Context: an optimization exercise on an open-source flow, tuned for small area. The choices shown serve that exercise and are no tape-out recipe. Only simulation tests tie the RTL to the original design; equivalence was not proved. Power and IR drop assume default switching activity.

**flow/run.sh**
```bash
#!/bin/bash
# synth_recipe.tcl (not shown) runs the flow's synth.tcl, then flattens the netlist and writes it again
# the make line also repeats each setting of config.mk as NAME=value (left out here)
make -C /OpenROAD-flow-scripts/flow DESIGN_CONFIG=/design/flow/config.mk WORK_HOME=/design/flow/orfs CLKGATE_MAP_FILE= SYNTH_SCRIPT=/design/flow/synth_recipe.tcl finish
```
**flow/config.mk**
```make
export PLATFORM = sky130hd
export DESIGN_NAME = SecA2B_n3k32_1
export DESIGN_NICKNAME = SecA2B_n3k32_1
export VERILOG_FILES = /design/flow/design.v
export SDC_FILE = /design/flow/constraint.sdc
export NUM_CORES = 8
export LEC_CHECK = 0
export CAP_MARGIN = 20
export CORE_MARGIN = 2
export CORE_UTILIZATION = 40
export PLACE_DENSITY = 0.6
export SETUP_SLACK_MARGIN = 0.3
export SLEW_MARGIN = 20
```
**flow/constraint.sdc**
```tcl
create_clock -name core_clock -period 5.0 [get_ports {clk_i}]
set_input_delay 1.0000 -clock core_clock [delete_from_list [all_inputs] [get_ports {clk_i}]]
set_output_delay 1.0000 -clock core_clock [all_outputs]
set_load 0.01 [all_outputs]
```
**flow/design.v**
```verilog
`default_nettype none
`timescale 1ns/1ps
module lix_and  #(
    parameter  W = 32
  )(
    input  wire [W-1:0] i_x,
    input  wire [W-1:0] i_y,
    output wire [W-1:0] o_z);
  genvar i;
  generate
  for (i = 0 ; i < W ; i = i + 1)begin: GAND
    assign o_z[i] = i_x[i] & i_y[i];
  end
  endgenerate
endmodule
`default_nettype none
`timescale 1ns/1ps
module lix_not #(
    parameter  W = 32
  )(
    input  wire  [W-1:0] i_x,
    output wire  [W-1:0] o_z);
  genvar i;
  generate
  for (i = 0 ; i < W ; i = i + 1)begin: GNOT
    assign o_z[i] = ~ i_x[i];
  end
  endgenerate
endmodule
`default_nettype none
`timescale 1ns/1ps
module lix_or  #(
    parameter  W = 32
  )(
    input  wire [W-1:0] i_x,
    input  wire [W-1:0] i_y,
    output wire [W-1:0] o_z);
  genvar i;
  generate
  for (i = 0 ; i < W ; i = i + 1)begin: GOR
    assign o_z[i] = i_x[i] | i_y[i];
  end
  endgenerate
endmodule
`default_nettype none
`timescale 1ns/1ps
module lix_reg #(
    parameter  W = 32
  )(
    input  wire          clk_i,
    input  wire          i_en,
    input  wire  [W-1:0] i_x,
    output reg   [W-1:0] o_z);
  always @(posedge clk_i) begin
    if (i_en) o_z <= i_x;
  end
endmodule
module lix_vreg (
    input  wire clk_i,
    input  wire rst_ni,
    input  wire i_en,
    input  wire i_x,
    output reg  o_z);
  always @(negedge rst_ni or posedge clk_i) begin
    if (~rst_ni)   o_z <= 1'b0;
    else if (i_en) o_z <= i_x;
  end
endmodule
`default_nettype none
`timescale 1ns/1ps
module lix_shr0 #(
    parameter  W = 32   ,
    parameter  N = 2
  )(
    input  wire          clk_i,
    input  wire          i_en,
    input  wire  [W-1:0] i_x,
    output wire  [W-1:0] o_z);
  wire [W-1:0] data [N:0];
  assign data[0] = i_x;
  genvar i;
  generate
    for (i = 0 ; i < N ; i = i + 1) begin: GDAT
      lix_reg #(.W(W)) u_reg_dat (
        .clk_i (clk_i),
        .i_en  (i_en),
        .i_x   (data[i]),
        .o_z   (data[i+1]));
    end
  endgenerate
  assign o_z = data[N];
endmodule
`default_nettype none
`timescale 1ns/1ps
module lix_shr1 #(
    parameter  N = 2
  )(
    input  wire          clk_i,
    input  wire          rst_ni,
    input  wire          i_en,
    input  wire          i_vld,
    output wire  [N:0]   o_vld);
  assign o_vld[0] = i_vld;
  genvar i;
  generate
    for (i = 0 ; i < N ; i = i + 1) begin: GVLD
      lix_vreg u_reg_vld (
        .clk_i  (clk_i),
        .rst_ni (rst_ni),
        .i_en   (i_en),
        .i_x    (o_vld[i]),
        .o_z    (o_vld[i+1]));
    end
  endgenerate
endmodule
`default_nettype none
`timescale 1ns/1ps
module lix_xor  #(
    parameter  W = 32
  )(
    input  wire [W-1:0] i_x,
    input  wire [W-1:0] i_y,
    output wire [W-1:0] o_z);
  genvar i;
  generate
  for (i = 0 ; i < W ; i = i + 1)begin: GXOR
    assign o_z[i] = i_x[i] ^ i_y[i];
  end
  endgenerate
endmodule
`default_nettype none
`timescale 1ns/1ps
module SecCSATree_n3k32(
    input  wire        clk_i,
    input  wire        i_en,
    input  wire [95:0] i_n,
    input  wire [95:0] i_x,
    output wire [95:0] o_s,
    output wire [95:0] o_c);
  wire [95:0] y1 = {32'd0, 32'd0, i_x[0+:32]};
  wire [95:0] y2 = {32'd0, i_x[32+:32], 32'd0};
  wire [95:0] y3 = {i_x[64+:32], 32'd0, 32'd0};
  SecCSA_n3k32 #(.YZ({32'd0, 32'hFFFF_FFFF, 32'd0})) u0_SecCSA_n3k32 (
    .clk_i  (clk_i),
    .i_en   (i_en),
    .i_n    (i_n[0+:96]),
    .i_x    (y1),
    .i_y    (y2),
    .i_c_in (y3),
    .o_s    (o_s),
    .o_c    (o_c));
endmodule
`default_nettype none
`timescale 1ns/1ps
module SecAnd_PINI1_n3k32_1 #(
    parameter [95:0] YZ = 96'd0
  )(
    input  wire        clk_i,
    input  wire        i_en,
    input  wire [95:0] i_n,
    input  wire [95:0] i_x,
    input  wire [95:0] i_y,
    output wire [95:0] o_c);
  localparam [17:0] LJ = {3'd2, 3'd2, 3'd1, 3'd1, 3'd0, 3'd0};
  localparam [17:0] LI = {3'd1, 3'd0, 3'd2, 3'd0, 3'd2, 3'd1};
  localparam [17:0] LQ = {3'd2, 3'd1, 3'd2, 3'd0, 3'd1, 3'd0};
  wire [95:0] xd;
  wire [95:0] yd;
  wire [95:0] r;
  lix_reg #(.W(96)) u_xd (.clk_i(clk_i), .i_en(i_en), .i_x(i_x), .o_z(xd));
  lix_reg #(.W(96)) u_yd (.clk_i(clk_i), .i_en(i_en), .i_x(i_y), .o_z(yd));
  lix_reg #(.W(96)) u_r  (.clk_i(clk_i), .i_en(i_en), .i_x(i_n), .o_z(r));
  wire [95:0] k;
  wire [95:0] rr;        
  wire [191:0] z;        
  lix_reg #(.W(96)) u_k  (.clk_i(clk_i), .i_en(i_en), .i_x(xd & yd), .o_z(k));
  lix_reg #(.W(96)) u_rr (.clk_i(clk_i), .i_en(i_en), .i_x(r), .o_z(rr));
  genvar m, b;
  generate
    for (m = 0; m < 6; m = m + 1) begin: GL
      localparam integer J = LJ[3*m +: 3];
      localparam integer I = LI[3*m +: 3];
      localparam integer Q = LQ[3*m +: 3];
      for (b = 0; b < 32; b = b + 1) begin: GB
        if (YZ[32*I + b]) begin: GDEG
          assign z[32*m + b] = rr[32*Q + b];
        end else begin: GFULL
          wire v, u, t;
          lix_reg #(.W(1)) u_v (.clk_i(clk_i), .i_en(i_en),
                                .i_x(i_y[32*I + b] ^ i_n[32*Q + b]), .o_z(v));
          lix_reg #(.W(1)) u_u (.clk_i(clk_i), .i_en(i_en),
                                .i_x(~xd[32*J + b] & r[32*Q + b]), .o_z(u));
          lix_reg #(.W(1)) u_t (.clk_i(clk_i), .i_en(i_en),
                                .i_x(xd[32*J + b] & v), .o_z(t));
          assign z[32*m + b] = u ^ t;
        end
      end
    end
  endgenerate
  assign o_c[ 0+:32] = k[ 0+:32] ^ z[ 0+:32] ^ z[ 32+:32];
  assign o_c[32+:32] = k[32+:32] ^ z[64+:32] ^ z[ 96+:32];
  assign o_c[64+:32] = k[64+:32] ^ z[128+:32] ^ z[160+:32];
endmodule
`default_nettype none
`timescale 1ns/1ps
module SecCSA_n3k32 #(
    parameter [95:0] YZ = 96'd0
  )(
    input  wire        clk_i,
    input  wire        i_en,
    input  wire [95:0] i_n,
    input  wire [95:0] i_x,
    input  wire [95:0] i_y,
    input  wire [95:0] i_c_in,
    output wire [95:0] o_c,
    output wire [95:0] o_s);
  wire [95:0] a   = i_x ^ i_y;
  wire [95:0] s   = a ^ i_c_in;
  wire [95:0] w   = i_x ^ i_c_in;
  wire [95:0] v;
  wire [95:0] sd;
  wire [95:0] xd;
  wire [95:0] xxv;
  SecAnd_PINI1_n3k32_1 #(.YZ(YZ)) u3_SecAnd_PINI1_n3k32_1 (
    .clk_i (clk_i),
    .i_en  (i_en),
    .i_n   (i_n),
    .i_x   (a),
    .i_y   (w),
    .o_c   (v));
  lix_shr0 #(.W(96), .N(2)) u4_lix_shr0 (
    .clk_i (clk_i), .i_en (i_en), .i_x (s), .o_z (sd));
  lix_shr0 #(.W(96), .N(2)) u5_lix_shr0 (
    .clk_i (clk_i), .i_en (i_en), .i_x (i_x), .o_z (xd));
  assign xxv = xd ^ v;
  assign o_c[ 0+:32] = xxv[ 0+:32] << 1;
  assign o_c[32+:32] = xxv[32+:32] << 1;
  assign o_c[64+:32] = xxv[64+:32] << 1;
  assign o_s = sd;
endmodule
`default_nettype none
`timescale 1ns/1ps
module SecKSA_1l_n3k32   #(
    parameter  SHIFT = 1,
    parameter  POW = 2**SHIFT
  )(
    input  wire         clk_i,
    input  wire         i_en,
    input  wire [191:0] i_n,
    input  wire  [95:0] i_p,
    input  wire  [95:0] i_g,
    output wire  [95:0] o_p,
    output wire  [95:0] o_g);
  localparam [31:0] LOW = (32'd1 << POW) - 32'd1;
  wire [95:0] tmp1;
  wire [95:0] tmp2;
  wire [95:0] a1;
  wire [95:0] gd;
  assign tmp1[ 0+:32] = i_g[ 0+:32] << POW;
  assign tmp1[32+:32] = i_g[32+:32] << POW;
  assign tmp1[64+:32] = i_g[64+:32] << POW;
  assign tmp2[ 0+:32] = i_p[ 0+:32] << POW;
  assign tmp2[32+:32] = i_p[32+:32] << POW;
  assign tmp2[64+:32] = i_p[64+:32] << POW;
  SecAnd_PINI1_n3k32_1 #(.YZ({3{LOW}})) u0_SecAnd_PINI1_n3k32_1 (
    .clk_i (clk_i),
    .i_en  (i_en),
    .i_n   (i_n[0+:96]),
    .i_x   (i_p),
    .i_y   (tmp1),
    .o_c   (a1));
  SecAnd_PINI1_n3k32_1 #(.YZ({3{LOW}})) u1_SecAnd_PINI1_n3k32_0 (
    .clk_i (clk_i),
    .i_en  (i_en),
    .i_n   (i_n[96+:96]),
    .i_x   (i_p),
    .i_y   (tmp2),
    .o_c   (o_p));
  lix_shr0 #(.W(96), .N(2)) u2_lix_shr0 (
    .clk_i (clk_i), .i_en (i_en), .i_x (i_g), .o_z (gd));
  assign o_g = gd ^ a1;
endmodule
`default_nettype none
`timescale 1ns/1ps
module SecKSA_n3k32_1(
    input  wire         clk_i,
    input  wire         i_en,
    input  wire [959:0] i_n,
    input  wire  [95:0] i_x,
    input  wire  [95:0] i_y,
    output wire  [95:0] o_z);
  wire [95:0] p = i_x ^ i_y;
  wire [95:0] pd;        
  wire [95:0] pz;        
  wire [95:0] g;
  wire [479:0] pl;
  wire [479:0] gl;
  wire [95:0] tmp;
  wire [95:0] a;
  wire [95:0] gd;
  wire [95:0] ga;
  wire [95:0] gals;
  lix_shr0 #(.W(96), .N(2))  u1_lix_shr0 (
    .clk_i (clk_i), .i_en (i_en), .i_x (p),  .o_z (pd));
  lix_shr0 #(.W(96), .N(10)) u10_lix_shr0 (
    .clk_i (clk_i), .i_en (i_en), .i_x (pd), .o_z (pz));
  SecAnd_PINI1_n3k32_1 #(.YZ({3{32'h1}})) u2_SecAnd_PINI1_n3k32_1 (
    .clk_i (clk_i),
    .i_en  (i_en),
    .i_n   (i_n[0+:96]),
    .i_x   (i_x),
    .i_y   (i_y),
    .o_c   (g));
  assign pl[0+:96] = pd;
  assign gl[0+:96] = g;
  genvar l;
  generate
    for (l = 0; l < 4; l = l + 1) begin: GLAYER
      SecKSA_1l_n3k32 #(.SHIFT(l)) u_SecKSA_1l_n3k32 (
        .clk_i (clk_i),
        .i_en  (i_en),
        .i_n   (i_n[96 + 192*l +: 192]),
        .i_p   (pl[96*l +: 96]),
        .i_g   (gl[96*l +: 96]),
        .o_p   (pl[96*(l+1) +: 96]),
        .o_g   (gl[96*(l+1) +: 96]));
    end
  endgenerate
  assign tmp[ 0+:32] = gl[384+:32] << 16;
  assign tmp[32+:32] = gl[416+:32] << 16;
  assign tmp[64+:32] = gl[448+:32] << 16;
  SecAnd_PINI1_n3k32_1 #(.YZ({3{32'hFFFF}})) u8_SecAnd_PINI1_n3k32_1 (
    .clk_i (clk_i),
    .i_en  (i_en),
    .i_n   (i_n[864+:96]),
    .i_x   (pl[384+:96]),
    .i_y   (tmp),
    .o_c   (a));
  lix_shr0 #(.W(96), .N(2)) u7_lix_shr0 (
    .clk_i (clk_i), .i_en (i_en), .i_x (gl[384+:96]), .o_z (gd));
  assign ga = gd ^ a;
  assign gals[ 0+:32] = ga[ 0+:32] << 1;
  assign gals[32+:32] = ga[32+:32] << 1;
  assign gals[64+:32] = ga[64+:32] << 1;
  assign o_z = pz ^ gals;
endmodule
`timescale 1ns/1ps
module SecA2B_n3k32_1(
    input  wire          clk_i,
    input  wire          rst_ni,
    input  wire          i_dvld,
    input  wire          i_rvld,
    input  wire [1055:0] i_n,
    input  wire   [95:0] i_a,
    output wire   [95:0] o_z,
    output wire          o_dvld);
wire     [95:0] s;
wire     [95:0] c;
wire     [14:0] vld;
lix_shr1 #(.N(14)) u_vld (
    .clk_i  (clk_i),
    .rst_ni (rst_ni),
    .i_en   (i_rvld),
    .i_vld  (i_dvld),
    .o_vld  (vld));
assign o_dvld = vld[14];
SecCSATree_n3k32
  u0_SecCSATree_n3k32
   (.clk_i  (clk_i),
    .i_en   (i_rvld),
    .i_n    (i_n[0+:96]),
    .i_x    (i_a),
    .o_s    (s),
    .o_c    (c));
SecKSA_n3k32_1
  u1_SecKSA_n3k32_1
   (.clk_i  (clk_i),
    .i_en   (i_rvld),
    .i_n    (i_n[96+:960]),
    .i_x    (s),
    .i_y    (c),
    .o_z    (o_z));
endmodule
```
==> results of run 1 <==
[cells in the mapped netlist, drive strengths merged]
cell	count
mux2	14
xor3	372
clkbuf	237
buf	4
dfrtp	14
xor2	437
edfxtp	9345
xnor3	2095
nor2b	1581
and2	2325
inv	108
xnor2	2195
[final cells by class]
class,instances,share of cell area [%]
antenna,178,0.0982
clock buffer,1138,5.53
clock inverter,654,1.44
inverter,108,0.0894
multi-input combinational,9019,24.3
sequential,9359,62.0
tap,13000,3.58
timing repair buffer,1304,2.96
[power groups by stage]
stage,combinational (W),clock [W],sequential [W]
2_1_floorplan,0.0333,0,0.113
3_3_place_gp,0.0455,0,0.120
3_5_place_dp,0.0458,0,0.120
4_1_cts,0.0464,0.0736,0.119
5_1_grt,0.0486,0.0765,0.120
6_report,0.0457,0.0717,0.118
[per-stage QoR]
stage	cells	hold slack (ps)	area, um^2
after global placement	32700	400	421000
after floorplan	18700	400	393000
after detailed placement	32700	405	421000
after CTS	34500	155	453000
after global routing	34600	183	453000
final	34700	246	453000
[critical path: stages, from the launching register on]
cell             delay, ps
edfxtp_1               390
xnor3_1                360
xnor3_1                240
clkdlybuf4s50_1       1010
[path summary, 6_finish.rpt]
path	slack, ps	from	to	cells after the start
worst max-delay path	830	flip-flop	o_z[30]	3
worst min-delay path	250	i_rvld	flip-flop	1
worst max register to register	2830	flip-flop	flip-flop	2
worst min register to register	250	flip-flop	flip-flop	0
max in group asynchronous	4270	rst_ni	u_vld.GVLD[4].u_reg_vld.o_z	1
min in group asynchronous	310	rst_ni	u_vld.GVLD[10].u_reg_vld.o_z	1
[metal layers]
layer	global-route usage, %	vias up	wire, um
li1	-	73300	-
met1	23.2	82400	368000
met2	28.2	4335	418000
met3	4.08	1646	60400
met4	4.52	170	22800
met5	0	-	1130
[logic make-up (layout without fill, tap and decap cells)]
| logic type | count (synthesis) | count (layout) | synth area share (%) |
|---|---|---|---|
| flops | 9359 | 9359 | 71.6 |
| xor+xnor | 5099 | 5099 | 21.8 |
| simple gates | 3906 | 3906 | 6.22 |
| buf+inv | 349 | 3204 | 0.337 |
| mux | 14 | 14 | 0.0402 |
| other cells | 0 | 178 | 0 |
==> impl_metrics.csv, run 1 <==
group,metric,value,unit
clock_tree,h-tree-depth,6,
layout,fillerInstances,81100,
layout,drive_above_1_share,10.1,%
layout,final_nets,21900,
clock_tree,post_cts_buffers,0,
floorplanning,core-area,977000,um^2
power_and_ir_drop,p_sw,0.0600,W
yosys,ys_seq_elements,9359,
worst_setup_path,cp_data_arrival_time,3170,ps
power_and_ir_drop,ir_drop,0.458,mV
power_and_ir_drop,p_leak,172,nW
clock_tree,cts_resized,0,
yosys,yosysWarnings,5,
layout,register_area,281000,um^2
floorplanning,io_pins,1253,
clock_tree,cts.sinks,9359,
global_routing,grt_overflow,0,
timing,fin_crit,4170,ps
floorplanning,rows,363,
global_routing,grt_start_max_net_pins,186,
timing,min_period_over_period,83.4,%
floorplanning,fp.dieH,995,um
power_and_ir_drop,p_total,0.236,W
worst_setup_path,startpoint_type,"flip-flop",
yosys,yosysTopAreaCell,"edfxtp_1",
clock_tree,cts_hold_buf,0,
worst_setup_path,critPathRequiredTime,4000,ps
worst_hold_path,min_path_type,"input pin to flip-flop",
place,dpl.hpwl,648000,um
place,portBuffers,1129,
layout,final_core_util,46.4,%
worst_setup_path,end_kind,"primary output",
global_routing,antenna_found_initial,572,
timing,slew_violations,0,
timing,fin_worst_skew,181,ps
timing,slew_headroom,21.1,%
yosys,synth_area_leaders,"edfxtp_1 (71%), xnor3_1 (12%), and2_1 (3.7%)",
detailed_routing,wirelength,871000,um
floorplanning,die-area,989000,um^2
power_and_ir_drop,p_sw_share,25.4,%
timing,grt_setup_unrepaired,"no",
clock_tree,cts_tree,"yes",
timing,hold_viol,0,
clock_tree,clkTransAtPathRegs,60,ps
yosys,syn_area,393000,um^2
timing,worst_pin_slew,1180,ps
layout,final_cell_mix,"edfxtp_1 (9345), and2_1 (2325), xnor3_1 (2095)",
floorplanning,fp.dieW,995,um
power_and_ir_drop,power.density,520,nW/um^2
yosys,yosysSeqAreaShare,71.6,%
yosys,synth_cells,18700,
worst_setup_path,crit_fanout,1,
yosys,syn_avg_cell_area,21.0,um^2
detailed_routing,ant_nets,0,
worst_setup_path,worst-setup-path-type,"flip-flop to primary output",
clock_tree,cts_root_buf,"clkbuf_16",
detailed_routing,drc,0,
yosys,synth_cell_types,15,
status,status,"no timing/DRC/antenna violations",
power_and_ir_drop,pwr-share-clk,30.4,%
yosys,synth_top_area_share,71.5,%
global_routing,grt_pass1_vias,162000,
layout,final_common_cell,"edfxtp_1",
yosys,syn-num-nets,19900,
detailed_routing,avgRoutedWirePerCell,25.1,um
place,dp_slack,1820,ps
layout,area_growth,15.5,%
timing,postLayoutSetupSlackWorst,829,ps
place,place_congestion,0.822,
clock_tree,worstSkewPairLatency,1170,ps
floorplanning,initial_core_util,40.2,%
global_routing,grt_pass1_wl,1210000,um
detailed_routing,drtIter0Drc,14700,
layout,multi_input_area,110000,um^2
timing,fin_setup_tns,0,ps
power_and_ir_drop,power.internal,0.176,W
timing,clock.fmax,240,MHz
flow_run,drv_cap,0,
detailed_routing,via_per_inst,4.66,
detailed_routing,vias,162000,
detailed_routing,dr.pass1.iters,5,
power_and_ir_drop,power_frac_seq,50.2,%
global_routing,gr-usage-all-layers,17.2,%
clock_tree,cts_made_buffers,976,
power_and_ir_drop,combPwrFrac,19.4,%
clock_tree,cts_buffer_depth,5,
timing,setup_viol,0,
==> run 2, diff against run 1 <==
--- a/flow/design.v
+++ b/flow/design.v
@@ -170,10 +170,12 @@
   lix_reg #(.W(96)) u_xd (.clk_i(clk_i), .i_en(i_en), .i_x(i_x), .o_z(xd));
   lix_reg #(.W(96)) u_yd (.clk_i(clk_i), .i_en(i_en), .i_x(i_y), .o_z(yd));
   lix_reg #(.W(96)) u_r  (.clk_i(clk_i), .i_en(i_en), .i_x(i_n), .o_z(r));
-  wire [95:0] k;
+  wire [95:0] kn;       
   wire [95:0] rr;        
   wire [191:0] z;        
-  lix_reg #(.W(96)) u_k  (.clk_i(clk_i), .i_en(i_en), .i_x(xd & yd), .o_z(k));
+  wire [95:0] knr;
+  lix_reg #(.W(96)) u_k  (.clk_i(clk_i), .i_en(i_en), .i_x(~(xd & yd)), .o_z(knr));
+  assign kn = knr | YZ;    
   lix_reg #(.W(96)) u_rr (.clk_i(clk_i), .i_en(i_en), .i_x(r), .o_z(rr));
   genvar m, b;
   generate
@@ -185,21 +187,21 @@
         if (YZ[32*I + b]) begin: GDEG
           assign z[32*m + b] = rr[32*Q + b];
         end else begin: GFULL
-          wire v, u, t;
+          wire v, un, tn;
           lix_reg #(.W(1)) u_v (.clk_i(clk_i), .i_en(i_en),
                                 .i_x(i_y[32*I + b] ^ i_n[32*Q + b]), .o_z(v));
           lix_reg #(.W(1)) u_u (.clk_i(clk_i), .i_en(i_en),
-                                .i_x(~xd[32*J + b] & r[32*Q + b]), .o_z(u));
+                                .i_x(~(~xd[32*J + b] & r[32*Q + b])), .o_z(un));
           lix_reg #(.W(1)) u_t (.clk_i(clk_i), .i_en(i_en),
-                                .i_x(xd[32*J + b] & v), .o_z(t));
-          assign z[32*m + b] = u ^ t;
+                                .i_x(~(xd[32*J + b] & v)), .o_z(tn));
+          assign z[32*m + b] = ~(un & tn);
         end
       end
     end
   endgenerate
-  assign o_c[ 0+:32] = k[ 0+:32] ^ z[ 0+:32] ^ z[ 32+:32];
-  assign o_c[32+:32] = k[32+:32] ^ z[64+:32] ^ z[ 96+:32];
-  assign o_c[64+:32] = k[64+:32] ^ z[128+:32] ^ z[160+:32];
+  assign o_c[ 0+:32] = ~kn[ 0+:32] ^ z[ 0+:32] ^ z[ 32+:32];
+  assign o_c[32+:32] = ~kn[32+:32] ^ z[64+:32] ^ z[ 96+:32];
+  assign o_c[64+:32] = ~kn[64+:32] ^ z[128+:32] ^ z[160+:32];
 endmodule
 `default_nettype none
 `timescale 1ns/1ps
--- a/flow/config.mk
+++ b/flow/config.mk
@@ -7,7 +7,9 @@
 export LEC_CHECK = 0
 export CAP_MARGIN = 20
 export CORE_MARGIN = 2
-export CORE_UTILIZATION = 40
-export PLACE_DENSITY = 0.6
-export SETUP_SLACK_MARGIN = 0.3
+export CORE_UTILIZATION = 65
+export CTS_CLUSTER_DIAMETER = 80
+export CTS_CLUSTER_SIZE = 30
+export PLACE_DENSITY = 0.75
+export SETUP_SLACK_MARGIN = 0.05
 export SLEW_MARGIN = 20
==> run 2 against run 1 <==
  * Clock power shrank 46%
  * Critical path type unchanged
  * Still clean on timing, DRC and antenna
  * Wire length shrank 24%
  * Global-route usage grew 6.9 points
==> impl_metrics.csv, run 2 <==
group,metric,value,unit
timing,fin_worst_skew,51.6,ps
status,status,"no timing/DRC/antenna violations",
floorplanning,die-area,539000,um^2
layout,final_nets,21500,
floorplanning,initial_core_util,65.2,%
flow_run,drv_cap,0,
floorplanning,fp.dieH,734,um
yosys,yosysWarnings,5,
yosys,synth_top_area_share,81.2,%
yosys,synth_edf_count,9376,
yosys,syn-num-nets,20100,
floorplanning,rows,268,
clock_tree,cts_resized,0,
timing,clock.fmax,238,MHz
layout,final_common_cell,"edfxtp_1",
worst_setup_path,startpoint_type,"flip-flop",
clock_tree,cts_made_buffers,389,
clock_tree,clkTransAtPathRegs,110,ps
yosys,yosysMostFrequentCell,"edfxtp_1",
global_routing,grt_pass1_wl,935000,um
detailed_routing,wirelength,658000,um
clock_tree,cts_tree,"yes",
detailed_routing,via_per_inst,5.41,
global_routing,grt_start_max_net_pins,198,
yosys,synth_cells,18900,
detailed_routing,avgRoutedWirePerCell,23.8,um
worst_setup_path,critPathRequiredTime,4000,ps
clock_tree,worstSkewPairLatency,1040,ps
global_routing,grt_pass1_vias,144000,
worst_setup_path,end_kind,"primary output",
place,dpl.hpwl,481000,um
timing,fin_setup_tns,0,ps
power_and_ir_drop,power.density,430,nW/um^2
detailed_routing,drtIter0Drc,15900,
global_routing,gr-usage-all-layers,24.1,%
timing,fin_crit,4210,ps
layout,drive_above_1_share,3.95,%
layout,multi_input_area,63200,um^2
yosys,ys_seq_elements,9390,
power_and_ir_drop,p_leak,134,nW
layout,final_cell_mix,"edfxtp_1 (9376), nand2_1 (3937), xor2_1 (1989)",
detailed_routing,dr.pass1.iters,7,
yosys,synth_common_cells,"edfxtp_1 (9376), nand2_1 (3937), xor2_1 (1989), nand2b_1 (1550), xnor2_1 (1055)",
global_routing,grt.met1_usage,33.8,%
yosys,syn_avg_cell_area,18.3,um^2
detailed_routing,drc,0,
timing,slew_violations,0,
timing,grt_setup_unrepaired,"no",
place,place_congestion,0.819,
clock_tree,post_cts_buffers,0,
worst_setup_path,worst-setup-path-type,"flip-flop to primary output",
global_routing,antenna_found_initial,432,
timing,setup_viol,0,
floorplanning,fp.dieW,734,um
yosys,ys.flop_type,"edfxtp_1",
clock_tree,cts_buffer_depth,4,
timing,slew_headroom,19.6,%
clock_tree,h-tree-depth,5,
detailed_routing,ant_nets,0,
yosys,ys_async_sr_fraction,0.149,%
detailed_routing,vias,150000,
power_and_ir_drop,ir_drop,0.474,mV
worst_hold_path,min_path_type,"input pin to async pin",
layout,area_growth,9.63,%
worst_setup_path,crit_fanout,1,
floorplanning,io_pins,1253,
layout,register_area,282000,um^2
timing,worst_pin_slew,1200,ps
clock_tree,cts_root_buf,"clkbuf_16",
power_and_ir_drop,p_total,0.163,W
global_routing,use_met3,5.65,%
place,portBuffers,1129,
global_routing,use_met2,39.5,%
clock_tree,cts.sinks,9390,
yosys,syn_area,347000,um^2
clock_tree,cts_hold_buf,0,
worst_setup_path,cp_data_arrival_time,3210,ps
floorplanning,core-area,532000,um^2
global_routing,busiest_layer,"met2",
yosys,synth_area_leaders,"edfxtp_1 (81%), xor2_1 (5.0%), nand2_1 (4.3%)",
yosys,yosysSeqAreaShare,81.3,%
timing,hold_viol,0,
yosys,synth_cell_types,14,
yosys,yosysTopAreaCell,"edfxtp_1",
global_routing,grt_overflow,0,
layout,fillerInstances,31800,
timing,min_period_over_period,84.2,%
run 2: cell types whose count changed in the layout (fill, tap and decap cells not counted), moves of 195 or more:
cell,before,now
nand2_1,0,3937
clkinv_1,234,17
clkbuf_16,978,396
xor3_1,372,0
clkinv_2,211,16
and2_1,2325,0
nor2b_1,1581,0
nand2b_1,0,1550
xnor2_1,1596,1055
xnor3_1,2095,466
xnor2_2,411,41
xor2_1,437,1989
run 2: cells by family (layout without fill, tap and decap cells):
| logic type | count (synthesis) | after routing | share of synthesized area [%] |
|---|---|---|---|
| flops | 9390 | 9390 | 81.3 |
| buf+inv | 426 | 2024 | 0.465 |
| other cells | 0 | 132 | 0 |
| mux | 14 | 14 | 0.0455 |
| simple gates | 5487 | 5487 | 7.06 |
| xor+xnor | 3581 | 3581 | 11.1 |
run 2: report_power, final:
part           internal (W)  total [W]  switching (W)
registers            0.0995      0.105        0.00507
clock network        0.0155     0.0386         0.0232
logic               0.00871     0.0201         0.0114
total                 0.124      0.163         0.0396
run 2: layer usage:
metal  routed length (um)  vias up
li1                     -    69700
met1               267000    74800
met2               322000     3977
met3                53600     1000
met4                13900      204
met5                 1330        -
run 2: final cells by class:
type	count	area share, %
clock inverter	175	0.528
antenna	132	0.0869
multi-input combinational	9082	16.6
timing repair buffer	1297	3.52
tap	7020	2.31
clock buffer	412	2.63
sequential	9390	74.2
inverter	140	0.138
run 2: critical path, stage by stage (launching register included):
cell and delay, ps:
edfxtp_1 390, xnor2_1 290, xnor2_1 140, xnor2_1 670
clkdlybuf4s50_1 690
run 2: path summary, 6_finish.rpt:
| check | startpoint | to | slack (ps) | cells past startpoint |
|---|---|---|---|---|
| max | flip-flop | o_z[88] | 790 | 4 |
| min | rst_ni | u_vld.GVLD[0].u_reg_vld.o_z | 350 | 1 |
| max reg2reg | flip-flop | flip-flop | 3000 | 2 |
| min reg2reg | flip-flop | flip-flop | 400 | 0 |
| max in group asynchronous | rst_ni | u_vld.GVLD[6].u_reg_vld.o_z | 4280 | 1 |
| min in group core_clock | i_rvld | flip-flop | 370 | 1 |
run 2: stage by stage:
step           cell area (um^2)  worst slack (ps)  hold WS, ps  utilization, %  std cells
5_1_grt                  380000               684          298            71.4      27500
3_3_place_gp             368000              1750          400            69.2      26900
2_1_floorplan            347000              3100          400               -      18900
6_report                 380000               791          348            71.5      27600
3_5_place_dp             368000              1760          405            69.2      26900
4_1_cts                  380000               586          257            71.4      27500
==> run 3, diff against run 2 <==
--- a/flow/config.mk
+++ b/flow/config.mk
@@ -7,9 +7,9 @@
 export LEC_CHECK = 0
 export CAP_MARGIN = 20
 export CORE_MARGIN = 2
-export CORE_UTILIZATION = 65
-export CTS_CLUSTER_DIAMETER = 80
-export CTS_CLUSTER_SIZE = 30
-export PLACE_DENSITY = 0.75
+export CORE_UTILIZATION = 55
+export CTS_CLUSTER_DIAMETER = 60
+export CTS_CLUSTER_SIZE = 24
+export PLACE_DENSITY = 0.65
 export SETUP_SLACK_MARGIN = 0.05
 export SLEW_MARGIN = 20
==> run 3 against run 2 <==
  * Total power grew 8.0%
  * Clock power rose by 33%
  * Utilization decreased by 9.4 points
  * Non-clock buffer count increased by 52
  * Cell count is 6.5% higher
  * Synthesized area did not move
  * Clock skew decreased by 16 ps
  * Combinational power is essentially flat
  * Count of clock-buffer cells in the layout increased by 228
  * Register-to-register slack better by 50 ps
  * Worst setup slack worse by 270 ps
  * Sequential power is essentially flat
  * Critical path type unchanged
  * Largest cell class unchanged
==> impl_metrics.csv, run 3 <==
group,metric,value,unit
yosys,synth_cells,18900,
yosys,synth_common_cells,"edfxtp_1 (9376), nand2_1 (3937), xor2_1 (1989), nand2b_1 (1550), xnor2_1 (1055)",
global_routing,grt_start_max_net_pins,175,
yosys,synth_edf_count,9376,
global_routing,grt_overflow,0,
timing,slew_violations,0,
yosys,synth_area_leaders,"edfxtp_1 (81%), xor2_1 (5.0%), nand2_1 (4.3%)",
worst_setup_path,crit_fanout,1,
detailed_routing,avgRoutedWirePerCell,23.3,um
place,dpl.hpwl,498000,um
clock_tree,cts_made_buffers,575,
yosys,syn_area,347000,um^2
clock_tree,h-tree-depth,6,
detailed_routing,dr.pass1.iters,5,
yosys,synth_top_area_share,81.2,%
timing,hold_viol,0,
layout,final_core_util,62.1,%
floorplanning,die-area,637000,um^2
clock_tree,cts.sinks,9390,
clock_tree,cts_root_buf,"clkbuf_16",
worst_setup_path,startpoint_type,"flip-flop",
worst_setup_path,critPathRequiredTime,4000,ps
power_and_ir_drop,ir_drop,0.403,mV
layout,final_cell_mix,"edfxtp_1 (9376), nand2_1 (3937), xor2_1 (1988)",
global_routing,antenna_found_initial,457,
detailed_routing,drtIter0Drc,14100,
power_and_ir_drop,power.density,452,nW/um^2
yosys,syn-num-nets,20100,
clock_tree,cts_resized,0,
layout,fillerInstances,44100,
layout,final_area,390000,um^2
detailed_routing,wirelength,685000,um
power_and_ir_drop,p_total,0.176,W
power_and_ir_drop,p_leak,138,nW
floorplanning,fp.dieH,798,um
yosys,ys.flop_type,"edfxtp_1",
status,status,"no timing/DRC/antenna violations",
clock_tree,clkTransAtPathRegs,80,ps
yosys,ys_async_sr_fraction,0.149,%
yosys,ys_seq_elements,9390,
global_routing,grt_pass1_vias,145000,
layout,final_nets,21700,
timing,min_period_over_period,89.5,%
timing,setup_viol,0,
worst_setup_path,rrSetupSlack,3050,ps
timing,fin_crit,4470,ps
yosys,yosysMostFrequentCell,"edfxtp_1",
worst_setup_path,end_kind,"primary output",
global_routing,gr-usage-all-layers,21.2,%
layout,drive_above_1_share,6.03,%
timing,clock.fmax,224,MHz
timing,grt_setup_unrepaired,"no",
floorplanning,core-area,628000,um^2
place,portBuffers,1129,
floorplanning,rows,291,
clock_tree,cts_hold_buf,0,
clock_tree,cts_buffer_depth,4,
floorplanning,initial_core_util,55.2,%
yosys,synth_cell_types,14,
worst_hold_path,min_path_type,"input pin to async pin",
floorplanning,fp.dieW,798,um
detailed_routing,via_per_inst,5.08,
timing,holdWs,301,ps
clock_tree,worstSkewPairLatency,1110,ps
place,place_congestion,0.803,
layout,final_common_cell,"edfxtp_1",
worst_setup_path,worst-setup-path-type,"flip-flop to primary output",
place,placed_area,370000,um^2
floorplanning,io_pins,1253,
flow_run,drv_cap,0,
yosys,yosysTopAreaCell,"edfxtp_1",
global_routing,grt_pass1_wl,969000,um
detailed_routing,drc,0,
detailed_routing,vias,150000,
clock_tree,cts_tree,"yes",
layout,area_growth,12.5,%
worst_setup_path,cp_data_arrival_time,3470,ps
timing,worst_pin_slew,1200,ps
timing,fin_worst_skew,35.3,ps
yosys,yosysWarnings,5,
timing,fin_setup_tns,0,ps
clock_tree,post_cts_buffers,0,
yosys,syn_avg_cell_area,18.3,um^2
timing,slew_headroom,20.1,%
yosys,yosysSeqAreaShare,81.3,%
detailed_routing,ant_nets,0,
-- run 3: cell counts after synthesis --
Identical to the previous run, type by type.
-- run 3: per-stage QoR --
stage / worst slack [ps] / cells
after floorplan: 3100 / 18900
after global placement: 1670 / 28300
after detailed placement: 1700 / 28300
after CTS: 425 / 29300
after global routing: 393 / 29400
final: 526 / 29400
-- run 3: worst max-delay path, stage by stage, from the launching register on --
cell and delay [ps]:
edfxtp_1 390, xnor2_1 260, xnor2_1 120, xnor2_1 900, clkdlybuf4s50_1 710
-- run 3: where the power goes --
| part | internal, W | leakage, nW | switching [W] |
|---|---|---|---|
| clock network | 0.0248 | 9.50 | 0.0267 |
| logic | 0.00877 | 39.8 | 0.0115 |
| registers | 0.0995 | 88.5 | 0.00507 |
| total | 0.133 | 138 | 0.0433 |
-- run 3: final timing paths --
check                      depth (start not counted)                     endpoint      start
setup / recovery                                   4                      o_z[84]  flip-flop
hold / removal                                     1  u_vld.GVLD[0].u_reg_vld.o_z     rst_ni
setup reg to reg                                   2                    flip-flop  flip-flop
hold reg to reg                                    0                    flip-flop  flip-flop
max in group asynchronous                          1  u_vld.GVLD[8].u_reg_vld.o_z     rst_ni
min in group core_clock                            0                    flip-flop  flip-flop
-- run 3: kinds of logic (layout without fill, tap and decap cells) --
group / Yosys count / in the layout / synth area share, %
muxes: 14 / 14 / 0.0455
xor gates and xnor gates: 3581 / 3581 / 11.1
other: 0 / 95 / 0
buffers and inverters: 426 / 2517 / 0.465
DFF: 9390 / 9390 / 81.3
and+or+nand+nor: 5487 / 5487 / 7.06
-- run 3: final cells by class --
class | count | area [um^2] | share of cell area, %
antenna | 95 | 238 | 0.0610
timing repair buffer | 1349 | 14000 | 3.60
clock inverter | 388 | 4470 | 1.15
sequential | 9390 | 282000 | 72.3
tap | 8350 | 10400 | 2.68
inverter | 140 | 526 | 0.135
multi-input combinational | 9082 | 63200 | 16.2
clock buffer | 640 | 15100 | 3.88
-- run 3: metal layers --
metal,GRT usage [%],part of all wire (%)
met1,29.3,42
met2,35.1,48
met3,4.94,7.4
met4,4.24,2.2
met5,0,0.16
==> run 4, diff against run 3 <==
--- a/flow/design.v
+++ b/flow/design.v
@@ -140,7 +140,8 @@
   wire [95:0] y1 = {32'd0, 32'd0, i_x[0+:32]};
   wire [95:0] y2 = {32'd0, i_x[32+:32], 32'd0};
   wire [95:0] y3 = {i_x[64+:32], 32'd0, 32'd0};
-  SecCSA_n3k32 #(.YZ({32'd0, 32'hFFFF_FFFF, 32'd0})) u0_SecCSA_n3k32 (
+  SecCSA_n3k32 #(.YZ({32'd0, 32'hFFFF_FFFF, 32'd0}),
+                 .KP({64'd0, 32'hFFFF_FFFF})) u0_SecCSA_n3k32 (
     .clk_i  (clk_i),
     .i_en   (i_en),
     .i_n    (i_n[0+:96]),
@@ -153,7 +154,8 @@
 `default_nettype none
 `timescale 1ns/1ps
 module SecAnd_PINI1_n3k32_1 #(
-    parameter [95:0] YZ = 96'd0
+    parameter [95:0] YZ = 96'd0,
+    parameter [95:0] KP = 96'd0
   )(
     input  wire        clk_i,
     input  wire        i_en,
@@ -174,8 +176,8 @@
   wire [95:0] rr;        
   wire [191:0] z;        
   wire [95:0] knr;
-  lix_reg #(.W(96)) u_k  (.clk_i(clk_i), .i_en(i_en), .i_x(~(xd & yd)), .o_z(knr));
-  assign kn = knr | YZ;    
+  lix_reg #(.W(96)) u_k  (.clk_i(clk_i), .i_en(i_en), .i_x(~(xd & yd) ^ KP), .o_z(knr));
+  assign kn = (knr ^ KP) | YZ;    
   lix_reg #(.W(96)) u_rr (.clk_i(clk_i), .i_en(i_en), .i_x(r), .o_z(rr));
   genvar m, b;
   generate
@@ -206,7 +208,8 @@
 `default_nettype none
 `timescale 1ns/1ps
 module SecCSA_n3k32 #(
-    parameter [95:0] YZ = 96'd0
+    parameter [95:0] YZ = 96'd0,
+    parameter [95:0] KP = 96'd0
   )(
     input  wire        clk_i,
     input  wire        i_en,
@@ -223,7 +226,7 @@
   wire [95:0] sd;
   wire [95:0] xd;
   wire [95:0] xxv;
-  SecAnd_PINI1_n3k32_1 #(.YZ(YZ)) u3_SecAnd_PINI1_n3k32_1 (
+  SecAnd_PINI1_n3k32_1 #(.YZ(YZ), .KP(KP)) u3_SecAnd_PINI1_n3k32_1 (
     .clk_i (clk_i),
     .i_en  (i_en),
     .i_n   (i_n),
--- a/flow/config.mk
+++ b/flow/config.mk
@@ -7,9 +7,9 @@
 export LEC_CHECK = 0
 export CAP_MARGIN = 20
 export CORE_MARGIN = 2
-export CORE_UTILIZATION = 55
-export CTS_CLUSTER_DIAMETER = 60
-export CTS_CLUSTER_SIZE = 24
-export PLACE_DENSITY = 0.65
+export CORE_UTILIZATION = 65
+export CTS_CLUSTER_DIAMETER = 80
+export CTS_CLUSTER_SIZE = 30
+export PLACE_DENSITY = 0.75
 export SETUP_SLACK_MARGIN = 0.05
 export SLEW_MARGIN = 20
==> run 4 against run 3 <==
  * Worst hold slack better by 47 ps
  * Clock skew up 29 ps
  * Sequential power about the same
  * First-iteration DRC count up 12%
  * Non-clock buffer count down 31
  * Wire length down 4.0%
  * Synthesized cell count about the same
  * Sequential share of layout area up 1.6 points
  * Die area down 15%
  * Combinational power down 2%
  * Maximum frequency up 2.4%
  * Critical endpoint is now o_z[92]
  * Highest routed layer unchanged
==> impl_metrics.csv, run 4 <==
group,metric,value,unit
status,status,"no timing/DRC/antenna violations",
timing,setup_viol,0,
floorplanning,io_pins,1253,
worst_setup_path,reg2reg_depth,2,
floorplanning,core-area,532000,um^2
layout,fillerInstances,31800,
timing,fin_crit,4370,ps
yosys,yosysTopAreaCell,"edfxtp_1",
timing,worst_pin_slew,1220,ps
clock_tree,cts.sinks,9359,
clock_tree,cts_tree,"yes",
floorplanning,die-area,539000,um^2
place,dpl.hpwl,483000,um
flow_run,drv_cap,0,
yosys,ys_async_sr_fraction,0.150,%
detailed_routing,drc,0,
layout,final_cell_mix,"edfxtp_1 (9345), nand2_1 (3906), xor2_1 (1888)",
place,placed_area,368000,um^2
yosys,synth_cells,18900,
power_and_ir_drop,ir_drop,0.340,mV
worst_setup_path,startpoint_type,"flip-flop",
floorplanning,rows,268,
detailed_routing,wirelength,658000,um
clock_tree,worstSkewPairLatency,1060,ps
worst_setup_path,crit_fanout,1,
worst_setup_path,critPathRequiredTime,4000,ps
timing,fin_setup_tns,0,ps
worst_setup_path,cp_data_arrival_time,3370,ps
floorplanning,initial_core_util,65.1,%
clock_tree,cts_resized,0,
yosys,syn-num-nets,20100,
clock_tree,cts_hold_buf,0,
worst_setup_path,crit_chain,"xnor2_1, xnor2_1, xnor2_1, clkdlybuf4s50_1",
layout,drive_above_1_share,5.19,%
layout,final_nets,21500,
place,placed_cells,27000,
yosys,syn_avg_cell_area,18.3,um^2
yosys,synth_edf_count,9345,
clock_tree,cts_made_buffers,391,
yosys,yosysSeqAreaShare,81.1,%
power_and_ir_drop,power.density,428,nW/um^2
yosys,yosysMostFrequentCell,"edfxtp_1",
layout,register_area,281000,um^2
worst_setup_path,path_common_cell,"xnor2_1",
clock_tree,cts_buffer_depth,4,
clock_tree,h-tree-depth,5,
layout,final_core_util,71.5,%
detailed_routing,via_per_inst,5.40,
clock_tree,clkTransAtPathRegs,100,ps
worst_hold_path,min_path_type,"input pin to async pin",
timing,fin_worst_skew,64.1,ps
worst_setup_path,worst-setup-path-type,"flip-flop to primary output",
global_routing,use_met3,6.11,%
yosys,yosysWarnings,5,
place,place_congestion,0.839,
yosys,synth_top_area_share,81.0,%
floorplanning,fp.dieH,734,um
yosys,synth_area_leaders,"edfxtp_1 (81%), xor2_1 (4.8%), nand2_1 (4.2%)",
power_and_ir_drop,p_total,0.163,W
worst_setup_path,rrSetupSlack,3050,ps
yosys,ys.flop_type,"edfxtp_1",
global_routing,antenna_found_initial,443,
global_routing,grt_overflow,0,
clock_tree,cts_root_buf,"clkbuf_16",
detailed_routing,avgRoutedWirePerCell,23.8,um
timing,hold_viol,0,
global_routing,use_met2,39.6,%
clock_tree,post_cts_buffers,0,
place,portBuffers,1129,
timing,min_period_over_period,87.4,%
detailed_routing,dr.pass1.iters,6,
layout,final_common_cell,"edfxtp_1",
layout,area_growth,9.78,%
yosys,ys_seq_elements,9359,
floorplanning,fp.dieW,734,um
worst_setup_path,worstSetupEndpoint,"o_z[92]",
global_routing,grt_pass1_wl,932000,um
global_routing,grt_start_max_net_pins,198,
global_routing,busiest_layer,"met2",
layout,final_area,380000,um^2
worst_setup_path,cp_slowest_stage_delay,880,ps
global_routing,grt.met1_usage,33.6,%
global_routing,gr-usage-all-layers,24.1,%
yosys,syn_area,346000,um^2
timing,slew_headroom,18.2,%
layout,multi_input_area,64000,um^2
detailed_routing,vias,149000,
timing,slew_violations,0,
timing,clock.fmax,229,MHz
yosys,synth_cell_types,14,
yosys,synth_common_cells,"edfxtp_1 (9345), nand2_1 (3906), xor2_1 (1892), nand2b_1 (1581), xnor2_1 (1186)",
timing,grt_setup_unrepaired,"no",
detailed_routing,ant_nets,0,
worst_setup_path,end_kind,"primary output",
detailed_routing,drtIter0Drc,15900,
power_and_ir_drop,p_leak,133,nW
layout,final_cells,27700,
worst_setup_path,crit_slowest_cell,"xnor2_1",
global_routing,grt_pass1_vias,143000,
## run 4: cell families after synthesis
logic type    Yosys count  synth area share [%]
flops                9359                  81.1
simple gates         5487                  7.09
mux                    14                0.0455
xor+xnor             3657                  11.3
buf+inv               395                 0.432
## run 4: stage by stage
step | hold slack (ps) | worst slack [ps]
after floorplan | 400 | 3100
after global placement | 400 | 1720
after detailed placement | 405 | 1740
after CTS | 275 | 573
after global routing | 353 | 555
final | 348 | 631
## run 4: worst min-delay path by stage
stage | slack, ps | cells past startpoint | end
2_1_floorplan | 400 | 0 | flip-flop
3_3_place_gp | 400 | 0 | flip-flop
3_5_place_dp | 400 | 0 | flip-flop
4_1_cts | 280 | 1 | u_vld.GVLD[0].u_reg_vld.o_z
5_1_grt | 350 | 1 | u_vld.GVLD[3].u_reg_vld.o_z
6_report | 350 | 1 | u_vld.GVLD[1].u_reg_vld.o_z
## run 4: where the power goes
group / internal (W) / leakage, nW / switching (W) / total [W]
registers: 0.0988 / 88.2 / 0.00497 / 0.104
clock network: 0.0160 / 5.96 / 0.0232 / 0.0392
logic: 0.00870 / 38.8 / 0.0110 / 0.0197
## run 4: cell type report
cell class / instances / area share (%)
antenna: 116 / 0.0763
clock buffer: 415 / 2.65
clock inverter: 176 / 0.596
inverter: 109 / 0.108
multi-input combinational: 9158 / 16.8
sequential: 9359 / 73.9
tap: 7020 / 2.31
timing repair buffer: 1318 / 3.56
## run 4: metal layers
layer  vias up  routed length [um]
met5         -                1480
met4       230               15400
met3      1061               55200
met2      3968              318000
met1     74500              267000
li1      69700                   -
## run 4: worst max-delay path, delay by kind of cell (launching register included)
family	cells	cell delay, ps
DFF	1	390
xor gates and xnor gates	3	1250
buffers and inverters	1	720
==> run 5, diff against run 4 <==
==> flow/flow/run.sh (new file) <==
#!/bin/bash
# Own layout flow: the standard layout (standard.sh), with two changes.
#  1. After the standard synthesis, the combinational logic between the
#     registers is mapped again by ABC for area (remap.tcl).  The registers
#     stay as the standard synthesis made them: same instances, names and
#     cell types.
#  2. Placement buffers the ports with sky130_fd_sc_hd__buf_1 cells.
# Each tool's output goes to a log file of its own in this folder.
set -euo pipefail
R=orfs/results/${FLOW_PLATFORM}/SecA2B_n3k32_1/base
LIB=${FLOW_HOME}/platforms/${FLOW_PLATFORM}/lib/sky130_fd_sc_hd__tt_025C_1v80.lib

bash standard.sh synth > 1_synth_standard.log 2>&1
cp ${R}/1_2_yosys.v ${R}/1_2_yosys_standard.v

REMAP_IN=${R}/1_2_yosys_standard.v REMAP_OUT=${R}/1_2_yosys.v REMAP_LIB=${LIB} \
  REMAP_ABC=flow/area.abc REMAP_TOP=${FLOW_TOP} \
  yosys -c flow/remap.tcl > 1_remap_yosys.log 2>&1
rm -f ${R}/1_synth.odb

BUFFER_PORTS_ARGS="-buffer_cell sky130_fd_sc_hd__buf_1" \
  bash standard.sh finish > 2_layout_standard.log 2>&1
==> flow/flow/area.abc (new file) <==
strash
dch
map -a
topo
==> flow/flow/remap.tcl (new file) <==
# Map the combinational logic of the standard synthesis netlist again, for
# area.  Sequential cells and tie cells are kept as black boxes, so every
# register keeps its instance name, cell type and connections.
yosys -import
read_liberty -overwrite -ignore_miss_func -setattr liberty_cell $::env(REMAP_LIB)
read_verilog -overwrite $::env(REMAP_IN)
hierarchy -top $::env(REMAP_TOP)
setattr -mod -set blackbox 1 sky130_fd_sc_hd__df* sky130_fd_sc_hd__edf* sky130_fd_sc_hd__sdf* sky130_fd_sc_hd__sedf* sky130_fd_sc_hd__dl* sky130_fd_sc_hd__conb*
tee -o remap_before.txt stat
flatten
opt_clean -purge
techmap
opt -fast -purge
abc -liberty $::env(REMAP_LIB) -script $::env(REMAP_ABC) \
  -dont_use sky130_fd_sc_hd__probe_p_8 -dont_use sky130_fd_sc_hd__probec_p_8 \
  -dont_use *lpflow* -dont_use *clkdlybuf* -dont_use *dlygate* -dont_use *dlymetal*
opt_clean -purge
hilomap -singleton -hicell sky130_fd_sc_hd__conb_1 HI -locell sky130_fd_sc_hd__conb_1 LO
splitnets
opt_clean -purge
insbuf -buf sky130_fd_sc_hd__buf_4 A X
yosys rename -enumerate -pattern remap_%_ w:$* c:$*
tee -o remap_after.txt stat
check
write_verilog -noattr -nohex -nodec $::env(REMAP_OUT)
==> flow/standard.sh (new file) <==
#!/bin/bash
# synth_recipe.tcl (not shown) runs the flow's synth.tcl, then flattens the netlist and writes it again
# the make line also repeats each setting of config.mk as NAME=value (left out here)
make -C /OpenROAD-flow-scripts/flow DESIGN_CONFIG=/design/flow/config.mk WORK_HOME=/design/flow/orfs CLKGATE_MAP_FILE= SYNTH_SCRIPT=/design/flow/synth_recipe.tcl "${@:-finish}"
removed: flow/run.sh
==> run 5 against run 4 <==
  * The layout now fails its checks (antenna violations)
  * Total power is 2.1% lower
  * Largest power group unchanged
  * Clock skew decreased by 2.8 ps
  * Count of clock-buffer cells in the layout down 3
  * Critical endpoint is now o_z[61]
  * Die area down 2.4%
  * Register-to-register slack worse by 240 ps
==> impl_metrics.csv, run 5 <==
group,metric,value,unit
status,status,"failed layout checks",
status,so.violations,"antenna violations",
floorplanning,fp.dieW,725,um
detailed_routing,drc,0,
clock_tree,cts_root_buf,"clkbuf_16",
clock_tree,post_cts_buffers,0,
place,portBuffers,1129,
power_and_ir_drop,p_leak,126,nW
global_routing,grt_pass1_wl,923000,um
global_routing,grt_pass1_vias,146000,
clock_tree,cts_buffer_depth,4,
yosys,synth_cells,19300,
timing,worst_pin_slew,1230,ps
global_routing,gr-usage-all-layers,24.2,%
timing,grt_setup_unrepaired,"no",
floorplanning,fp.dieH,725,um
worst_setup_path,critPathRequiredTime,4000,ps
detailed_routing,via_per_inst,5.33,
detailed_routing,avgRoutedWirePerCell,22.6,um
detailed_routing,wl_met2,317000,um
place,place_congestion,0.844,
global_routing,antenna_found_initial,454,
timing,slew_headroom,17.4,%
timing,fin_crit,3980,ps
power_and_ir_drop,pwr-share-clk,24.3,%
power_and_ir_drop,power_frac_seq,65.0,%
clock_tree,h-tree-depth,5,
worst_setup_path,end_kind,"primary output",
power_and_ir_drop,p_sw_share,24.6,%
yosys,syn_avg_cell_area,17.5,um^2
floorplanning,core-area,518000,um^2
clock_tree,clkTransAtPathRegs,110,ps
timing,clock.fmax,251,MHz
detailed_routing,dr.pass1.iters,6,
layout,area_growth,8.31,%
layout,final_common_cell,"edfxtp_1",
yosys,syn-num-nets,20500,
power_and_ir_drop,ir_drop,0.410,mV
worst_setup_path,worst-setup-path-type,"flip-flop to primary output",
power_and_ir_drop,power.density,435,nW/um^2
detailed_routing,wl_met1,253000,um
worst_setup_path,crit_fanout,1,
layout,fillerInstances,31900,
floorplanning,rows,264,
yosys,yosysWarnings,5,
timing,fin_setup_tns,0,ps
timing,fin_worst_skew,61.3,ps
layout,drive_above_1_share,3.88,%
detailed_routing,drtIter0Drc,16600,
flow_run,drv_cap,0,
floorplanning,initial_core_util,65.3,%
place,dpl.hpwl,478000,um
detailed_routing,ant_nets,1,
power_and_ir_drop,combPwrFrac,10.6,%
global_routing,grt_start_max_net_pins,175,
detailed_routing,vias,151000,
clock_tree,cts.sinks,9359,
detailed_routing,top_layer_used,"met5",
power_and_ir_drop,p_total,0.159,W
detailed_routing,wirelength,641000,um
yosys,syn_area,338000,um^2
worst_setup_path,startpoint_type,"flip-flop",
timing,min_period_over_period,79.6,%
timing,hold_viol,0,
clock_tree,cts_tree,"yes",
floorplanning,die-area,526000,um^2
clock_tree,cts_made_buffers,385,
timing,setup_viol,0,
global_routing,grt_overflow,0,
clock_tree,worstSkewPairLatency,1040,ps
power_and_ir_drop,power.internal,0.120,W
worst_hold_path,min_path_type,"input pin to flip-flop",
layout,final_nets,22200,
detailed_routing,wl_met3,54400,um
worst_setup_path,cp_data_arrival_time,2980,ps
floorplanning,io_pins,1253,
timing,slew_violations,0,
power_and_ir_drop,p_sw,0.0391,W
layout,final_cell_mix,"edfxtp_1 (9345), nand2_1 (5462), xor2_1 (2925)",
run 5: critical path, cell delays in order, from the launching register on:
cell and delay, ps:
edfxtp_1 410, xnor2_1 290, xor2_1 210, xor2_1 840, buf_1 220
run 5: per-layer routing:
| metal | GRT usage, % | vias up |
|---|---|---|
| li1 | - | 71200 |
| met1 | 33.3 | 74400 |
| met2 | 40.3 | 4239 |
| met3 | 5.29 | 1099 |
| met4 | 5.76 | 196 |
| met5 | 0 | - |
run 5: power by group through the flow:
stage / Combinational (W) / Clock [W] / Sequential, W
after floorplan: 0.00962 / 0 / 0.103
after global placement: 0.0165 / 0 / 0.105
after detailed placement: 0.0171 / 0 / 0.105
after CTS: 0.0172 / 0.0393 / 0.104
after global routing: 0.0187 / 0.0418 / 0.105
final: 0.0169 / 0.0387 / 0.104
run 5: final timing paths:
| path | from | end | slack, ps | depth (start not counted) |
|---|---|---|---|---|
| max | flip-flop | o_z[61] | 1020 | 4 |
| min | i_n[1031] | flip-flop | 120 | 1 |
| max reg2reg | flip-flop | flip-flop | 2810 | 4 |
| min reg2reg | flip-flop | flip-flop | 400 | 0 |
| max in group asynchronous | rst_ni | u_vld.GVLD[11].u_reg_vld.o_z | 4000 | 2 |
| min in group asynchronous | rst_ni | u_vld.GVLD[0].u_reg_vld.o_z | 530 | 2 |
run 5: repair_timing:
action	4_1_cts	5_1_grt
hold buffers	1	0
setup endpoints to repair	0	0
resized for setup	0	0
endpoints found under the hold margin	14	0
run 5: cell type report:
type / count / area [um^2] / share of cell area [%]
Antenna cell: 170 / 425 / 0.116
Clock buffer: 412 / 10000 / 2.73
Clock inverter: 148 / 1900 / 0.519
Inverter: 530 / 1990 / 0.543
Multi-Input combinational cell: 9422 / 55200 / 15.1
Sequential cell: 9359 / 281000 / 76.7
Tap cell: 6916 / 8650 / 2.36
Timing Repair Buffer: 1366 / 6960 / 1.90
run 5: through the flow:
stage | utilization, % | hold WS (ps) | setup WS [ps] | instance area, um^2 | instances
floorplan | - | 400 | 3040 | 338000 | 19300
CTS | 70.6 | 15.4 | 988 | 366000 | 28200
global route | 70.7 | 66.1 | 973 | 366000 | 28200
global placement | 68.3 | 400 | 1680 | 354000 | 27600
detailed placement | 68.3 | 405 | 1680 | 354000 | 27600
finish | 70.7 | 125 | 1020 | 366000 | 28300
==> run 6, diff against run 5 <==
==> flow/flow/run.sh (replaced) <==
#!/bin/bash
# Own layout flow: the standard layout (standard.sh), with these changes.
#  1. After the standard synthesis, the combinational logic between the
#     registers is mapped again by ABC for area (remap.tcl).  The registers
#     stay as the standard synthesis made them: same instances, names and
#     cell types.
#  2. Placement buffers the ports with sky130_fd_sc_hd__buf_1 cells.
#  3. If the routed layout still has an antenna violation, placement and
#     routing are run again with the placement density moved by 0.01.
# Each tool's output goes to a log file of its own in this folder.
set -euo pipefail
R=orfs/results/${FLOW_PLATFORM}/SecA2B_n3k32_1/base
REP=orfs/reports/${FLOW_PLATFORM}/SecA2B_n3k32_1/base
LIB=${FLOW_HOME}/platforms/${FLOW_PLATFORM}/lib/sky130_fd_sc_hd__tt_025C_1v80.lib

bash standard.sh synth > 1_synth_standard.log 2>&1
cp ${R}/1_2_yosys.v ${R}/1_2_yosys_standard.v

REMAP_IN=${R}/1_2_yosys_standard.v REMAP_OUT=${R}/1_2_yosys.v REMAP_LIB=${LIB} \
  REMAP_ABC=flow/area.abc REMAP_TOP=${FLOW_TOP} \
  yosys -c flow/remap.tcl > 1_remap_yosys.log 2>&1
rm -f ${R}/1_synth.odb

export BUFFER_PORTS_ARGS="-buffer_cell sky130_fd_sc_hd__buf_1"
PD=$(sed -n 's/^export PLACE_DENSITY = //p' config.mk)
PD=${PD:-0.6}
n=0
for d in 0 -0.01 0.01 -0.02 0.02; do
  n=$((n + 1))
  dens=$(python3 -c "print(round(${PD} + (${d}), 3))")
  bash standard.sh PLACE_DENSITY=${dens} route > 2_layout_try${n}.log 2>&1
  if ! grep -q VIOLATED ${REP}/drt_antennas.log; then
    break
  fi
  # placement onwards again, at the next density
  rm -f ${R}/3_3_* ${R}/3_4_* ${R}/3_5_* ${R}/3_place.* ${R}/4_* ${R}/5_*
done
bash standard.sh PLACE_DENSITY=${dens} finish > 3_finish_standard.log 2>&1
==> run 6 against run 5 <==
  * Now clean on timing, DRC and antenna
  * Global-route usage increased by 0.15 points
  * Cell count about the same
  * Clock power about the same
  * Clock skew decreased by 10 ps
  * Maximum frequency increased by 0.98%
  * Synthesized area unchanged
  * Critical endpoint is now o_z[24]
  * Highest routed layer unchanged
==> impl_metrics.csv, run 6 <==
group,metric,value,unit
status,status,"no timing/DRC/antenna violations",
timing,holdWs,106,ps
layout,final_area,367000,um^2
power_and_ir_drop,power.density,435,nW/um^2
worst_setup_path,end_kind,"primary output",
clock_tree,cts_root_buf,"clkbuf_16",
clock_tree,cts_resized,0,
worst_setup_path,crit_fanout,1,
detailed_routing,ant_nets,0,
yosys,synth_cells,19300,
detailed_routing,drtIter0Drc,15800,
floorplanning,core-area,518000,um^2
global_routing,use_met2,40.4,%
layout,final_nets,22300,
yosys,yosysWarnings,5,
detailed_routing,vias,151000,
worst_setup_path,cp_data_arrival_time,2940,ps
global_routing,grt_pass1_wl,930000,um
power_and_ir_drop,pwr-share-clk,24.4,%
worst_setup_path,critPathRequiredTime,4000,ps
power_and_ir_drop,power.internal,0.120,W
global_routing,grt_overflow,0,
detailed_routing,avgRoutedWirePerCell,22.7,um
place,portBuffers,1129,
clock_tree,worstSkewPairLatency,1030,ps
timing,grt_setup_unrepaired,"no",
layout,register_area,281000,um^2
clock_tree,cts_tree,"yes",
timing,setup_viol,0,
clock_tree,cts.sinks,9359,
worst_setup_path,rrSetupSlack,2920,ps
power_and_ir_drop,p_sw_share,24.7,%
worst_hold_path,min_path_type,"input pin to flip-flop",
global_routing,busiest_layer,"met2",
timing,clock.fmax,254,MHz
timing,worst_pin_slew,1220,ps
timing,slew_violations,0,
detailed_routing,drc,0,
place,placed_area,354000,um^2
worst_hold_path,min_from,"i_a[43]",
power_and_ir_drop,combPwrFrac,10.6,%
detailed_routing,dr.pass1.iters,6,
layout,final_common_cell,"edfxtp_1",
global_routing,use_met3,5.18,%
layout,area_growth,8.45,%
floorplanning,die-area,526000,um^2
clock_tree,cts_buffer_depth,4,
layout,fillerInstances,31900,
yosys,syn_area,338000,um^2
global_routing,antenna_found_initial,453,
worst_setup_path,worst-setup-path-type,"flip-flop to primary output",
timing,fin_crit,3940,ps
power_and_ir_drop,ir_drop,0.561,mV
clock_tree,post_cts_buffers,0,
clock_tree,cts_made_buffers,389,
layout,drive_above_1_share,4.11,%
detailed_routing,via_per_inst,5.34,
flow_run,drv_cap,0,
yosys,syn-num-nets,20500,
global_routing,grt_pass1_vias,146000,
global_routing,grt.met1_usage,33.7,%
global_routing,grt_start_max_net_pins,172,
floorplanning,fp.dieW,725,um
power_and_ir_drop,power_frac_seq,65.0,%
worst_setup_path,startpoint_type,"flip-flop",
global_routing,gr-usage-all-layers,24.4,%
timing,fin_worst_skew,51.1,ps
power_and_ir_drop,p_leak,126,nW
place,dpl.hpwl,481000,um
clock_tree,cts_hold_buf,1,
layout,final_cell_mix,"edfxtp_1 (9345), nand2_1 (5462), xor2_1 (2926)",
clock_tree,clkTransAtPathRegs,110,ps
floorplanning,initial_core_util,65.3,%
detailed_routing,wirelength,644000,um
floorplanning,io_pins,1253,
power_and_ir_drop,p_sw,0.0393,W
timing,hold_viol,0,
yosys,syn_avg_cell_area,17.5,um^2
place,place_congestion,0.840,
timing,min_period_over_period,78.8,%
timing,slew_headroom,18.1,%
layout,multi_input_area,55200,um^2
timing,fin_setup_tns,0,ps
floorplanning,rows,264,
clock_tree,h-tree-depth,5,
floorplanning,fp.dieH,725,um
==> run 6: routing by layer <==
metal / up-vias / share of wire (%)
met1: 74600 / 40
li1: 71300 / -
met2: 4118 / 49
met4: 224 / 2.9
met3: 1196 / 8.1
met5: - / 0.22
==> run 6: worst paths after layout <==
kind                                           endpoint  depth (start not counted)
max                                             o_z[24]                          4
min reg2reg                                   flip-flop                          0
max in group asynchronous   u_vld.GVLD[4].u_reg_vld.o_z                          2
max reg2reg                                   flip-flop                          4
min                                           flip-flop                          1
min in group asynchronous  u_vld.GVLD[11].u_reg_vld.o_z                          2
==> run 6: layout make-up <==
class / count / share of cell area [%]
antenna: 134 / 0.0915
sequential: 9359 / 76.6
multi-input combinational: 9422 / 15.1
inverter: 530 / 0.543
clock inverter: 148 / 0.530
timing repair buffer: 1408 / 2.02
tap: 6916 / 2.36
clock buffer: 432 / 2.75
==> run 6: stage by stage <==
stage / setup slack (ps) / instances / util [%] / power [W]
final: 1060 / 28300 / 70.8 / 0.159
after global routing: 877 / 28200 / 70.8 / 0.165
after CTS: 963 / 28200 / 70.8 / 0.160
after detailed placement: 1710 / 27600 / 68.4 / 0.123
after global placement: 1700 / 27600 / 68.4 / 0.122
after floorplan: 3040 / 19300 / - / 0.113
==> run 6: power by group through the flow <==
stage          registers, W  logic, W  clock network [W]
6_report              0.104    0.0170             0.0388
5_1_grt               0.105    0.0187             0.0420
4_1_cts               0.104    0.0172             0.0395
3_5_place_dp          0.105    0.0171                  0
3_3_place_gp          0.105    0.0166                  0
2_1_floorplan         0.103   0.00962                  0
==> run 6: worst max-delay path, cell delays in order (launching register included) <==
cell and delay [ps]:
edfxtp_1 410, xnor2_1 210, xor2_1 200, xor2_1 870, buf_1 220

-- afterwards: timing with drivers on the ports --
The flow's constraints put no driver on any port. The routed layouts listed below were extracted and timed again, unchanged, in two steps. Step 1, drivers: a clkbuf_16 drives clk_i and a buf_2 each remaining input, both assumed. Step 2 times the ports against the registers' clock, not the clock port: input delays grow and output delays shrink by t, the midpoint of the rising clock arrivals with the driver on. Slacks: no drivers / after step 1 / after step 2; pairs: no drivers / after step 1.
run	t (ns)	setup WS [ns]	latest minus earliest clock arrival (ns)
run 1	1.247	0.829 / 0.668 / 1.773	0.233 / 0.234
run 2	1.148	0.791 / 0.656 / 1.804	0.067 / 0.067
run 3	1.226	0.526 / 0.386 / 1.613	0.058 / 0.057
run 4	1.151	0.631 / 0.505 / 1.656	0.087 / 0.087
run 5	1.134	1.020 / 0.891 / 1.675	0.069 / 0.070
run 6	1.145	1.058 / 0.928 / 1.728	0.081 / 0.081
